What follows belongs to an exercise in optimizing a design on an open flow for a short achievable clock period and few clock cycles; a production flow would make more cautious choices. In this exercise RTL edits were held to simulation tests only and were not proved equivalent to the original. No activity file was given, so power comes from the tool's default toggle rates.

==> flow/design.v <==
typedef enum logic [2:0] { R, I, S, B, U, J, NO_TYPE } instr_format_t;
typedef enum logic [3:0] {
    ADD,     
    SUB,     
    XOR,     
    OR,      
    AND,     
    SLL,     
    SRL,     
    SRA,     
    LT,      
    LTU,     
    EQ,      
    NEQ,     
    GE,      
    GEU,     
    NO_OP    
} alu_op_t;
typedef enum logic [3:0] {
    UNKNOWN,     
    MATH,        
    LOAD,        
    STORE,       
    BRANCH,      
    JAL,         
    JALR,        
    LUI,         
    ENV,         
    NONE         
} instr_type_t;
typedef enum logic [2:0] {
    BYTE,
    HALF,
    WORD,
    BYTE_UNSIGNED,
    HALF_UNSIGNED
} mem_type_t;
module arithmetic_logic_unit (
    input logic clk,
    input logic rst_n,
    input alu_op_t op,
    input logic signed [31:0] src1,
    input logic signed [31:0] src2,
    output logic signed [31:0] res
);
    always_ff @( posedge clk ) begin
        if (rst_n) begin
            case (op)
                ADD: res <= src1 + src2;
                SUB: res <= src1 - src2;
                XOR: res <= src1 ^ src2;
                OR: res <= src1 | src2;
                AND: res <= src1 & src2;
                SLL: res <= src1 << src2[4:0];
                SRL: res <= src1 >> src2[4:0];
                SRA: res <= src1 >>> src2[4:0];
                LT: res <= src1 < src2 ? 32'h1 : 32'h0;
                LTU: res <= $unsigned(src1) < $unsigned(src2) ? 32'h1 : 32'h0;
                EQ: res <= src1 == src2 ? 32'h1 : 32'h0;
                NEQ: res <= src1 != src2 ? 32'h1 : 32'h0;
                GE: res <= src1 >= src2 ? 32'h1 : 32'h0;
                GEU: res <= $unsigned(src1) >= $unsigned(src2) ? 32'h1 : 32'h0;
            endcase
        end else begin
            res <= 32'h0;
        end
    end
endmodule
module executor (
    input logic clk,
    input logic rst_n,
    input logic [31:0] in_addr,
    input instr_type_t in_instr_type,
    input mem_type_t in_mem_type,
    input alu_op_t in_op,
    input logic [4:0] in_dest,
    input logic [31:0] in_src1,
    input logic [31:0] in_src2,
    input logic [31:0] in_rs1_data,
    input logic [31:0] in_rs2_data,
    input logic [31:0] in_imm,
    output instr_type_t out_instr_type,
    output mem_type_t out_mem_type,
    output logic [4:0] out_dest,
    output logic [31:0] out_rs2_data,
    output logic [31:0] out_imm,
    output logic [31:0] out_res,
    output logic jmp,
    output logic [31:0] jmp_addr
);
    arithmetic_logic_unit alu (
        .clk(clk),
        .rst_n(rst_n),
        .op(in_op),
        .src1(in_src1),
        .src2(in_src2),
        .res(out_res)
    );
    logic [31:0] _addr;
    logic [31:0] _rs1_data;
    always_ff @( posedge clk ) begin
        if (rst_n) begin
            out_instr_type  <= jmp ? NONE : in_instr_type;
            out_mem_type    <= in_mem_type;
            out_dest        <= in_dest;
            out_rs2_data    <= in_rs2_data;
            out_imm         <= in_imm;
            _addr <= in_addr;
            _rs1_data <= in_rs1_data;
        end else begin
            out_instr_type  <= NONE;
        end
    end
    logic _res0;  
    assign _res0 = out_res[0];
    always_comb begin
        jmp = 1'b0;
        jmp_addr = _addr + out_imm;
        case (out_instr_type)
            BRANCH: jmp = _res0;
            JAL:    jmp = 1'b1;
            JALR: begin
                jmp = 1'b1;
                jmp_addr = _rs1_data + out_imm;
            end
        endcase
    end
endmodule
module instruction_decoder (
    input logic clk,
    input logic rst_n,
    input logic jmp,
    input logic [31:0] in_addr,
    input logic [31:0] in_instr,
    input instr_type_t in_instr_type,
    input instr_type_t id_instr_type,
    input logic [4:0] id_dest,
    input instr_type_t ex_instr_type,
    input logic [4:0] ex_dest,
    input instr_type_t mem_instr_type,
    input logic [4:0] mem_dest,
    output logic [31:0] out_addr,
    output instr_type_t out_instr_type,
    output mem_type_t out_mem_type,
    output alu_op_t out_op,
    output logic [4:0] out_dest,
    output logic [31:0] out_src1,
    output logic [31:0] out_src2,
    output logic [31:0] out_rs1_data,
    output logic [31:0] out_rs2_data,
    output logic [31:0] out_imm,
    output logic stall,
    output logic halt,
    output logic [4:0] reg_rd1_reg,
    output logic [4:0] reg_rd2_reg,
    input logic [31:0] reg_rd1_data,
    input logic [31:0] reg_rd2_data
);
    logic [6:0] opcode;
    instr_format_t instr_format;
    logic [2:0] funct3;
    logic [6:0] funct7;
    logic [4:0] rd, rs1, rs2;
    logic [31:0] imm;
    assign opcode = in_instr[6:0];
    assign funct3 = in_instr[14:12];
    assign funct7 = in_instr[31:25];
    assign rd = in_instr[11:7];
    always_comb begin
        case (opcode)
            7'b0110011: instr_format = R;
            7'b0010011,
            7'b0000011,
            7'b1100111,
            7'b1110011: instr_format = I;
            7'b0100011: instr_format = S;
            7'b1100011: instr_format = B;
            7'b0110111,
            7'b0010111: instr_format = U;
            7'b1101111: instr_format = J;
            default:    instr_format = NO_TYPE;
        endcase
    end
    logic [4:0] _rs1;
    assign _rs1 = in_instr[19:15];
    always_comb begin
        case (instr_format)
            R, I, S, B: rs1 = _rs1;
            default:    rs1 = 5'b0;
        endcase
    end
    logic [4:0] _rs2;
    assign _rs2 = in_instr[24:20];
    always_comb begin
        case (instr_format)
            R, S, B: rs2 = _rs2;
            default: rs2 = 5'b0;
        endcase
    end
    logic [11:0] _instr_31_20;
    logic  _instr_31;
    logic [4:0] _instr_11_7;
    logic [6:0] _instr_31_25;
    logic [3:0] _instr_11_8;
    logic [5:0] _instr_30_25;
    logic  _instr_7;
    logic [19:0] _instr_31_12;
    logic [9:0] _instr_30_21;
    logic  _instr_20;
    logic [7:0] _instr_19_12;
    assign _instr_31_20 = in_instr[31:20];
    assign _instr_31 = in_instr[31];
    assign _instr_11_7 = in_instr[11:7];
    assign _instr_31_25 = in_instr[31:25];
    assign _instr_11_8 = in_instr[11:8];
    assign _instr_30_25 = in_instr[30:25];
    assign _instr_7 = in_instr[7];
    assign _instr_31_12 = in_instr[31:12];
    assign _instr_30_21 = in_instr[30:21];
    assign _instr_20 = in_instr[20];
    assign _instr_19_12 = in_instr[19:12];
    always_comb begin
        case (instr_format)
            default: begin
                imm[11:0]   = _instr_31_20;
                imm[31:12]  = {20{_instr_31}};
            end
            S: begin
                imm[4:0]    = _instr_11_7;
                imm[11:5]   = _instr_31_25;
                imm[31:12]  = {20{_instr_31}};
            end
            B: begin
                imm[0]      = 1'b0;
                imm[4:1]    = _instr_11_8;
                imm[10:5]   = _instr_30_25;
                imm[11]     = _instr_7;
                imm[31:12]  = {20{_instr_31}};
            end
            U: begin
                imm[11:0]   = 12'h0;
                imm[31:12]  = _instr_31_12;
            end
            J: begin
                imm[0]      = 1'b0;
                imm[10:1]   = _instr_30_21;
                imm[11]     = _instr_20;
                imm[19:12]  = _instr_19_12;
                imm[31:20]  = {12{_instr_31}};
            end
        endcase  
    end
    assign reg_rd1_reg = rs1;
    assign reg_rd2_reg = rs2;
    instr_type_t instr_type;
    mem_type_t mem_type;
    alu_op_t op;
    logic [31:0] src1, src2;
    logic [6:0] imm_high;  
    assign imm_high = imm[11:5];
    always_comb begin
        instr_type = MATH;
        mem_type = BYTE;
        op = NO_OP;
        src1 = reg_rd1_data;
        src2 = reg_rd2_data;
        case (opcode)
            7'b0110011: begin  
                case (funct3)
                    3'h0: if (funct7 == 7'h00) op = ADD;
                        else if (funct7 == 7'h20) op = SUB;
                    3'h1: if (funct7 == 7'h00) op = SLL;
                    3'h2: if (funct7 == 7'h00) op = LT;
                    3'h3: if (funct7 == 7'h00) op = LTU;
                    3'h4: if (funct7 == 7'h00) op = XOR;
                    3'h5: if (funct7 == 7'h00) op = SRL;
                        else if (funct7 == 7'h20) op = SRA;
                    3'h6: if (funct7 == 7'h00) op = OR;
                    3'h7: if (funct7 == 7'h00) op = AND;
                endcase
            end 
            7'b0010011: begin  
                case (funct3)
                    3'h0: op = ADD;
                    3'h1: if (imm_high == 7'h00) op = SLL;
                    3'h2: op = LT;
                    3'h3: op = LTU;
                    3'h4: op = XOR;
                    3'h5: if (imm_high == 7'h00) op = SRL;
                        else if (imm_high == 7'h20) op = SRA;
                    3'h6: op = OR;
                    3'h7: op = AND;
                endcase
                src2 = imm;
                if (op == SLL || op == SRL || op == SRA) begin
                    src2[31:5] = {27{1'b0}};
                end
            end
            7'b0000011: begin  
                instr_type = LOAD;
                src2 = imm;
                op = ADD;
                case (funct3)
                    3'h0: mem_type = BYTE;
                    3'h1: mem_type = HALF;
                    3'h2: mem_type = WORD;
                    3'h4: mem_type = BYTE_UNSIGNED;
                    3'h5: mem_type = HALF_UNSIGNED;
                    default: op = NO_OP;
                endcase
            end
            7'b0100011: begin  
                instr_type = STORE;
                src2 = imm;
                op = ADD;
                case (funct3)
                    3'h0: mem_type = BYTE;
                    3'h1: mem_type = HALF;
                    3'h2: mem_type = WORD;
                    default: op = NO_OP;
                endcase
            end
            7'b1100011: begin  
                instr_type = BRANCH;
                case (funct3)
                    3'h0: op = EQ;
                    3'h1: op = NEQ;
                    3'h4: op = LT;
                    3'h5: op = GE;
                    3'h6: op = LTU;
                    3'h7: op = GEU;
                endcase
            end
            7'b1101111: begin  
                instr_type = JAL;
                op = ADD;
                src1 = in_addr;
                src2 = 32'h4;
            end
            7'b1100111: begin  
                instr_type = JALR;
                if (funct3 == 3'h0) op = ADD;
                src1 = in_addr;
                src2 = 32'h4;
            end
            7'b0110111: begin  
                instr_type = LUI;
                op = ADD;
            end
            7'b0010111: begin  
                op = ADD;
                src1 = in_addr;
                src2 = imm;
            end
            7'b1110011: begin  
                instr_type = ENV;
                if (funct3 == 3'h0 && imm < 32'h2) op = ADD;
            end
        endcase
    end
    always_ff @( posedge clk ) begin
        if (rst_n) begin
            out_addr        <= in_addr;
            out_instr_type  <= jmp || stall || in_instr_type == NONE ? NONE : instr_type;
            out_mem_type    <= mem_type;
            out_op          <= op;
            out_src1        <= src1;
            out_src2        <= src2;
            out_rs1_data    <= reg_rd1_data;
            out_rs2_data    <= reg_rd2_data;
            out_imm         <= imm;
            case (instr_format)
                R, I, U, J: out_dest <= rd;
                default:    out_dest <= 5'b0;
            endcase
            if (op == NO_OP) begin
                halt <= 1'b1;
            end
        end else begin
            halt <= 1'b0;
            out_instr_type <= NONE;
            out_op <= NO_OP;
        end
    end
    logic stall_rs1, stall_rs2;
    assign stall_rs1 = rs1 != 5'h0 && ((id_instr_type != NONE && rs1 == id_dest)
        || (ex_instr_type != NONE && rs1 == ex_dest)
        || (mem_instr_type != NONE && rs1 == mem_dest));
    assign stall_rs2 = rs2 != 5'h0 && ((id_instr_type != NONE && rs2 == id_dest)
        || (ex_instr_type != NONE && rs2 == ex_dest)
        || (mem_instr_type != NONE && rs2 == mem_dest));
    assign stall = stall_rs1 || stall_rs2;
endmodule
module instruction_fetcher (
    input logic clk,
    input logic rst_n,
    input logic stall,
    input logic jmp,
    input logic [31:0] jmp_addr,
    output logic [31:0] out_addr,
    output logic [31:0] out_instr,
    output instr_type_t out_instr_type,
    output logic [31:0] instr_rd_addr,
    input logic [31:0] instr_rd_data
);
    logic [31:0] pc;
    always_ff @( posedge clk ) begin
        if (rst_n) begin
            if (jmp) begin
                pc <= jmp_addr;
                out_instr_type <= NONE;
            end else if (!stall) begin
                pc <= pc + 4;
                out_addr <= pc;
                out_instr_type <= UNKNOWN;
            end
        end else begin
            pc <= 32'h0;
            out_instr_type <= NONE;
        end
    end
    assign instr_rd_addr = stall ? out_addr : pc;
    assign out_instr = instr_rd_data;
endmodule
module memory_access #(
    parameter SIZE = 1024
) (
    input logic clk,
    input logic rst_n,
    input instr_type_t in_instr_type,
    input mem_type_t in_mem_type,
    input logic [4:0] in_dest,
    input logic [31:0] in_rs2_data,
    input logic [31:0] in_imm,
    input logic [31:0] in_res,
    output instr_type_t out_instr_type,
    output mem_type_t out_mem_type,
    output logic [4:0] out_dest,
    output logic [31:0] out_imm,
    output logic [31:0] out_res,
    output logic [31:0] out_mem_rd,
    output logic halt,
    output logic [31:0] data_rd_addr,
    input logic [31:0] data_rd_data,
    output logic [1:0] data_wr,
    output logic [31:0] data_wr_addr,
    output logic [31:0] data_wr_data
);
    always_comb begin
        data_rd_addr = in_res;
        out_mem_rd = data_rd_data;
        data_wr_addr = in_res;
        data_wr_data = in_rs2_data;
        data_wr = 2'h0;
        if (in_instr_type == STORE) begin
            case (in_mem_type)
                BYTE: data_wr = 2'h1;
                HALF: data_wr = 2'h2;
                WORD: data_wr = 2'h3;
            endcase
        end
    end
    always_ff @( posedge clk ) begin
        if (rst_n) begin
            out_instr_type  <= in_instr_type;
            out_mem_type    <= in_mem_type;
            out_dest        <= in_dest;
            out_imm         <= in_imm;
            out_res         <= in_res;
            if ((in_instr_type == LOAD || in_instr_type == STORE) && in_res >= SIZE) begin
                halt <= 1'b1;        
            end
        end else begin
            halt <= 1'b0;
            out_instr_type <= NONE;
        end
    end
endmodule
module register_file (
    input logic clk,
    input logic rst_n,
    input logic [4:0] rd1_reg,
    input logic [4:0] rd2_reg,
    output logic [31:0] rd1_data,
    output logic [31:0] rd2_data,
    input logic wr_en,
    input logic [4:0] wr_reg,
    input logic [31:0] wr_data
);
    logic [31:0] regs [31:0];
    assign rd1_data = rd1_reg == 5'b0 ? 32'b0 : regs[rd1_reg];
    assign rd2_data = rd2_reg == 5'b0 ? 32'b0 : regs[rd2_reg];
    always_ff @( posedge clk ) begin
        if (wr_en && wr_reg != 5'b0) begin
            regs[wr_reg] <= wr_data;
        end
    end
endmodule
module register_writeback (
    input logic clk,
    input logic rst_n,
    input instr_type_t in_instr_type,
    input mem_type_t in_mem_type,
    input logic [4:0] in_dest,
    input logic [31:0] in_imm,
    input logic [31:0] in_res,
    input logic [31:0] in_mem_rd,
    output logic halt,
    output logic reg_wr_en,
    output logic [4:0] reg_wr_reg,
    output logic [31:0] reg_wr_data
);
    logic [7:0] _byte;  
    logic [15:0] _half;
    assign _byte = in_mem_rd[7:0];
    assign _half = in_mem_rd[15:0];
    logic signed [31:0] _mem_rd;
    always_comb begin
        case (in_mem_type)
            BYTE:           _mem_rd = $signed(_byte);
            HALF:           _mem_rd = $signed(_half);
            WORD:           _mem_rd = in_mem_rd;
            BYTE_UNSIGNED:  _mem_rd = $unsigned(_byte);
            HALF_UNSIGNED:  _mem_rd = $unsigned(_half);
            default:        _mem_rd = 32'h0;
        endcase
    end
    always_comb begin
        reg_wr_en = 1'b1;
        reg_wr_reg = in_dest;
        case (in_instr_type)
            MATH,
            JAL,
            JALR: reg_wr_data = in_res;
            LOAD: reg_wr_data = _mem_rd;
            LUI:  reg_wr_data = in_imm;
            default: begin
                reg_wr_en   = 1'b0;
                reg_wr_data = 32'h0;
            end
        endcase
    end
    always_ff @( posedge clk ) begin
        if (rst_n) begin
            if (in_instr_type == ENV) begin
                halt <= 1'b1;
            end
        end else begin
            halt <= 1'b0;
        end
    end
endmodule
module riscv_core #(
    parameter DATA_MEM_SIZE = 1024
) (
    input logic clk,
    input logic rst_n,
    output logic [31:0] instr_rd_addr,
    input logic [31:0] instr_rd_data,
    output logic [31:0] data_rd_addr,
    input logic [31:0] data_rd_data,
    output logic [1:0] data_wr,
    output logic [31:0] data_wr_addr,
    output logic [31:0] data_wr_data,
    output logic [2:0] halt
);    
    logic stall;
    logic jmp;
    logic [31:0] jmp_addr;
    instr_type_t ex_instr_type, mem_instr_type;
    logic [4:0] ex_dest, mem_dest;
    logic reg_wr_en;
    logic [4:0] reg_rd1_reg, reg_rd2_reg, reg_wr_reg;
    logic [31:0] reg_rd1_data, reg_rd2_data, reg_wr_data;
    register_file registers (
        .clk(clk),
        .rst_n(rst_n),
        .rd1_reg(reg_rd1_reg),
        .rd2_reg(reg_rd2_reg),
        .rd1_data(reg_rd1_data),
        .rd2_data(reg_rd2_data),
        .wr_en(reg_wr_en),
        .wr_reg(reg_wr_reg),
        .wr_data(reg_wr_data)
    );
    logic [31:0] if_addr;
    logic [31:0] if_instr;
    instr_type_t if_instr_type;
    instruction_fetcher instr_fetch (
        .clk(clk),
        .rst_n(rst_n),
        .stall(stall),
        .jmp(jmp),
        .jmp_addr(jmp_addr),
        .out_addr(if_addr),
        .out_instr(if_instr),
        .out_instr_type(if_instr_type),
        .instr_rd_addr(instr_rd_addr),
        .instr_rd_data(instr_rd_data)
    );
    logic [31:0] id_addr;
    instr_type_t id_instr_type;
    mem_type_t id_mem_type;
    alu_op_t id_op;
    logic [4:0] id_dest;
    logic [31:0] id_src1, id_src2, id_rs1_data, id_rs2_data, id_imm;
    logic id_halt;
    instruction_decoder id (
        .clk(clk),
        .rst_n(rst_n),
        .jmp(jmp),
        .in_addr(if_addr),
        .in_instr(if_instr),
        .in_instr_type(if_instr_type),
        .id_instr_type(id_instr_type),
        .id_dest(id_dest),
        .ex_instr_type(ex_instr_type),
        .ex_dest(ex_dest),
        .mem_instr_type(mem_instr_type),
        .mem_dest(mem_dest),
        .out_addr(id_addr),
        .out_instr_type(id_instr_type),
        .out_mem_type(id_mem_type),
        .out_op(id_op),
        .out_dest(id_dest),
        .out_src1(id_src1),
        .out_src2(id_src2),
        .out_rs1_data(id_rs1_data),
        .out_rs2_data(id_rs2_data),
        .out_imm(id_imm),
        .stall(stall),
        .halt(id_halt),
        .reg_rd1_reg(reg_rd1_reg),
        .reg_rd2_reg(reg_rd2_reg),
        .reg_rd1_data(reg_rd1_data),
        .reg_rd2_data(reg_rd2_data)
    );
    mem_type_t ex_mem_type;
    logic [31:0] ex_rs2_data, ex_imm, ex_res;
    executor ex (
        .clk(clk),
        .rst_n(rst_n),
        .in_addr(id_addr),
        .in_instr_type(id_instr_type),
        .in_mem_type(id_mem_type),
        .in_op(id_op),
        .in_dest(id_dest),
        .in_src1(id_src1),
        .in_src2(id_src2),
        .in_rs1_data(id_rs1_data),
        .in_rs2_data(id_rs2_data),
        .in_imm(id_imm),
        .out_instr_type(ex_instr_type),
        .out_mem_type(ex_mem_type),
        .out_dest(ex_dest),
        .out_rs2_data(ex_rs2_data),
        .out_imm(ex_imm),
        .out_res(ex_res),
        .jmp(jmp),
        .jmp_addr(jmp_addr)
    );
    mem_type_t mem_mem_type;
    logic [31:0] mem_imm, mem_res, mem_mem_rd;
    logic mem_halt;
    memory_access #(
        .SIZE(DATA_MEM_SIZE)
    ) mem (
        .clk(clk),
        .rst_n(rst_n),
        .in_instr_type(ex_instr_type),
        .in_mem_type(ex_mem_type),
        .in_dest(ex_dest),
        .in_rs2_data(ex_rs2_data),
        .in_imm(ex_imm),
        .in_res(ex_res),
        .out_instr_type(mem_instr_type),
        .out_mem_type(mem_mem_type),
        .out_dest(mem_dest),
        .out_imm(mem_imm),
        .out_res(mem_res),
        .out_mem_rd(mem_mem_rd),
        .halt(mem_halt),
        .data_rd_addr(data_rd_addr),
        .data_rd_data(data_rd_data),
        .data_wr(data_wr),
        .data_wr_addr(data_wr_addr),
        .data_wr_data(data_wr_data)
    );
    logic wb_halt;
    register_writeback wb (
        .clk(clk),
        .rst_n(rst_n),
        .in_instr_type(mem_instr_type),
        .in_mem_type(mem_mem_type),
        .in_dest(mem_dest),
        .in_imm(mem_imm),
        .in_res(mem_res),
        .in_mem_rd(mem_mem_rd),
        .halt(wb_halt),
        .reg_wr_en(reg_wr_en),
        .reg_wr_reg(reg_wr_reg),
        .reg_wr_data(reg_wr_data)
    );
    always_comb begin
        halt[0] = id_halt;
        halt[1] = mem_halt;
        halt[2] = wb_halt;
    end
endmodule
==> flow/run.sh <==
#!/bin/bash
# synth_recipe.tcl (not shown) runs the flow's synth.tcl, then flattens the netlist and writes it again
# the make line also repeats each setting of config.mk as NAME=value (left out here)
make -C /OpenROAD-flow-scripts/flow DESIGN_CONFIG=/design/flow/config.mk WORK_HOME=/design/flow/orfs CLKGATE_MAP_FILE= SYNTH_SCRIPT=/design/flow/synth_recipe.tcl finish
==> flow/config.mk <==
export PLATFORM = sky130hd
export DESIGN_NAME = riscv_core
export DESIGN_NICKNAME = riscv_core
export VERILOG_FILES = /design/flow/design.v
export SDC_FILE = /design/flow/constraint.sdc
export NUM_CORES = 4
export LEC_CHECK = 0
export CAP_MARGIN = 20
export CORE_MARGIN = 2
export CORE_UTILIZATION = 40
export PLACE_DENSITY = 0.6
export SLEW_MARGIN = 20
==> flow/constraint.sdc <==
create_clock -name core_clock -period 10.0 [get_ports {clk}]
set_input_delay 2.0000 -clock core_clock [delete_from_list [all_inputs] [get_ports {clk}]]
set_output_delay 2.0000 -clock core_clock [all_outputs]
set_load 0.01 [all_outputs]
==> results.txt <==
[per-stage QoR]
stage	hold slack (ps)	cell area [µm²]
final	403	90300
after global routing	409	90200
after CTS	407	90200
after detailed placement	405	84800
after global placement	401	84800
after floorplan	400	79900
[cell usage in the layout, fill, tap and decap left out, types with 47 or more instances in the layout]
cell             synthesis  routed
dfxtp_1                 84      84
nand2_1                802     797
o21ai_0                313     305
nor2b_1                 64      62
clkdlybuf4s50_1          0     191
and3_1                  93      92
clkbuf_16                0     169
a22o_1                  47      47
ha_1                   132     132
edfxtp_1              1464    1464
nor3_1                  75      73
a21oi_1                446     444
o22ai_1                 58      58
a31oi_1                141     139
o221ai_1                70      70
mux4_2                 170     170
a32oi_1                 52      52
buf_4                   55     196
a211oi_1               131     131
nor2_1                 367     329
a221o_1                 59      53
inv_1                  139     138
mux2_2                  87      87
a221oi_1                92      92
o211ai_1                55      55
mux2i_1                292     292
xnor2_1                 79      79
nor4_1                  54      51
nand3_1                185     180
[layout make-up]
class	instances	share of cell area [%]
sequential	1548	50.6
tap	2640	3.66
timing repair buffer	399	3.96
antenna	10	0.0277
clock inverter	94	1.10
clock buffer	206	4.87
inverter	147	0.617
multi-input combinational	4470	35.2
[metal layers]
metal	track usage, %	vias to the layer above	part of all wire (%)
met5	0	-	0.0042
met4	19.0	2	7.0
met3	6.97	1053	11
met2	49.9	4525	46
met1	40.0	31500	36
li1	-	26000	-
[critical path, stage by stage]
cell and delay, ps:
clkdlybuf4s50_1 830, and4b_4 310, and2_1 230, a21oi_4 200, ha_1 310, o311ai_4 280, buf_4 320, nand2_1 280
nor2_1 200, nor4_4 260, a21oi_4 80, nor2b_4 190, buf_4 500, mux2_1 420, clkdlybuf4s50_1 500
[power by group through the flow]
stage / logic, W / clock network (W) / registers (W)
after floorplan: 0.000916 / 0 / 0.00739
after global placement: 0.00152 / 0 / 0.00749
after detailed placement: 0.00153 / 0 / 0.00749
after CTS: 0.00153 / 0.00624 / 0.00735
after global routing: 0.00165 / 0.00649 / 0.00736
final: 0.00158 / 0.00620 / 0.00736
[cells by family after synthesis]
| logic type | count (synthesis) |
|---|---|
| simple gates | 1831 |
| compound gates | 1796 |
| flops | 1548 |
| buf+inv | 697 |
| mux | 576 |
| fa+ha+maj | 135 |
| xor+xnor | 100 |
| other cells | 1 |
[final timing paths]
path | start | to | slack, ps | cells past startpoint
setup / recovery | instr_rd_data[4] | instr_rd_addr[17] | 970 | 15
setup reg to reg | id.out_src2[2] | ex.alu.res[21] | 4570 | 14
hold / removal | id.out_imm[7] | ex.out_imm[7] | 400 | 0
hold reg to reg | id.out_imm[7] | ex.out_imm[7] | 400 | 0
==> key figures <==
Route
  • Drt first pass iters: 7
  • Detailed-route vias per instance: roughly 6.6
  • Routed wire per std cell: ~35 µm
  • Vias: between 60,000 and 70,000
  • DR iter-0 viols: around 9,700
  • Final ANT Viol Nets: 0
  • DRC errors left: 0
  • Routed wire length: between 300,000 and 400,000 µm

Yosys
  • Post-synth ARST share: 0%
  • EDFF count, synth: 1,464
  • Synth Area in Simple Gates: 10.5%
  • Compound-Gate Fraction of Synth Area: between 10% and 20%
  • Netlist cell types: slightly above 100
  • Register area share after synthesis: 57.2%
  • Avg Cell Area, Syn: about 12 µm²
  • #FFs+latches synth: around 1,500
  • Primary FF master, synth: edfxtp_1
  • Multiplexer share of the synthesized area: approximately a tenth
  • Top post-synthesis cells by count: edfxtp_1 (1,464), nand2_1 (802), a21oi_1 (446), nor2_1 (367), clkbuf_1 (354)
  • Post-synth top area cell: edfxtp_1
  • Largest family of logic cells by synthesized area: compound AO/OA/AOI/OAI gates
  • Mapped cell area: 79,700 µm²
  • Yosys top cell area share: between 50% and 60%
  • Synth Area in Adders: between 2 and 2.5%
  • Synth Warn #: 8
  • Most common cell in the netlist: edfxtp_1
  • XOR/XNOR share of the synthesized area: 1.10%
  • Most area-consuming cells after synthesis: edfxtp_1 (55%), mux4_2 (4.8%), nand2_1 (3.8%), mux2i_1 (3.7%), a21oi_1 (2.8%)
  • Syn Inst Count: ~6,700

Critical path
  • Critical path peak fanout: 35
  • CP endpoint kind: primary output
  • Startpoint Class: input port
  • Setup Crit Path Kind: input port to primary output
  • WP data required: ~8000 ps
  • CP Data Arrival Time: 7030 ps

Cells and area
  • Fin util: 45.6%
  • Sequential cell area: approximately 46,000 µm²
  • Layout Cells excl Fill: approximately 9,500
  • Max FFs per register: 1,024
  • Layout Nets: a little under 7,000
  • Layout cells sized above 1: a little under an eighth
  • Synth-to-Final Area Change: 13.2%
  • Most flops, register: registers.regs
  • Fillers: 17,800
  • Multi-input logic area: between 30,000 and 40,000 µm²

STA
  • Setup_tns: 0 ps
  • Final worst path period share: between 90% and 100%
  • Fmax: around 110 MHz
  • Worst Tran Pin Value: approximately 1200 ps
  • Final worst slack: roughly 970 ps
  • Max-slew violations: 0
  • Fin. Hold Viols: 0
  • Final setup skew: between 50 and 60 ps
  • Tmin final: around 9000 ps
  • RSZ-0062 raised after global routing: false
  • Slew HR: 22.1%
  • Setup violators final: 0

Power
  • Logic pwr share: 10.4%
  • Internal power: between 0.01 and 0.015 W
  • Worst IR Drop VDD: 207 µV
  • Part of the power in the clock network: about two fifths
  • Power, Total: around 0.015 W
  • Switching share of power: roughly a quarter
  • Sequential share of power: around half
  • Lkg Pwr: roughly 30 nW
  • Power per cell area: between 150 and 200 nW/µm²
  • Switching pwr: just under 0.004 W

Floorplan
  • Starting Density: about two fifths
  • Chip Width: between 400 and 500 µm
  • FP Rows: ~160
  • Die ar.: slightly above 200,000 µm²
  • Die Y: ~450 µm
  • Core ar.: about 200,000 µm²
  • Io pins: about 200

Outcome
  • Status: complete, no violations

CTS
  • Cts bufs inserted: around 170
  • CTS Root Cell: clkbuf_16
  • Sink Count: around 1,500
  • CTS resizes: 0
  • CTS HTree Levels: 4
  • CTS max path bufs: 3
  • Hold-fix buffers, CTS: 0
  • CTS tree: yes
  • CTS clk-pin slew, worst paths: 60 ps
  • Skew-Pair Late Insertion Delay: 860 ps
  • Setup Buffers After CTS: 0

Global routing
  • Global-route wire length before repair: 459,000 µm
  • Largest net degree at the start of global routing: 168
  • All-Layer GR Usage: 31.7%
  • Vias in the first global route: between 50,000 and 60,000
  • Initial antenna violation count: 18
  • GRT overflow: 0

Placement
  • Placer's final routability congestion estimate: a little under 1
  • Detail Placement HPWL: 215,000 µm
  • Port buffer count: between 150 and 200
  • Placement Setup Slack: 1030 ps
  • Post-Place Cells: 9,203

Min path
  • Min-Delay Path Class: flop to flop

Flow run
  • # Max-Cap Violations: 0
Testbench counts, summed over its fixed seeds: cycles 112,371.

## port drivers added, routing unchanged
The results above use ideal ports. As a check the final layout listed here was re-extracted and re-timed, cells and wires unchanged.
Step 1, drivers: a clkbuf_16 drives clk and a buf_2 each remaining input, both assumed.
Step 2, shift: input delay + t, output delay - t, t = (earliest + latest rising clock arrival at the registers) / 2. This alone moves slack from input paths to output paths.
Three values: ideal ports, drivers, drivers and shift; two values: the first two.
shift t [ns]: 0.922
slack for setup (ns): 0.966 / 0.928 / 0.928
hold slack, ns: 0.403 / 0.403 / 0.403
slew at the worst register clock pin (ns): 0.07 / 0.07
pins driven straight from the clock port: 1
After both steps setup and hold are still met in this run. The setup slack of this run moves by -0.038 ns with the drivers and by -0.038 ns with both steps.
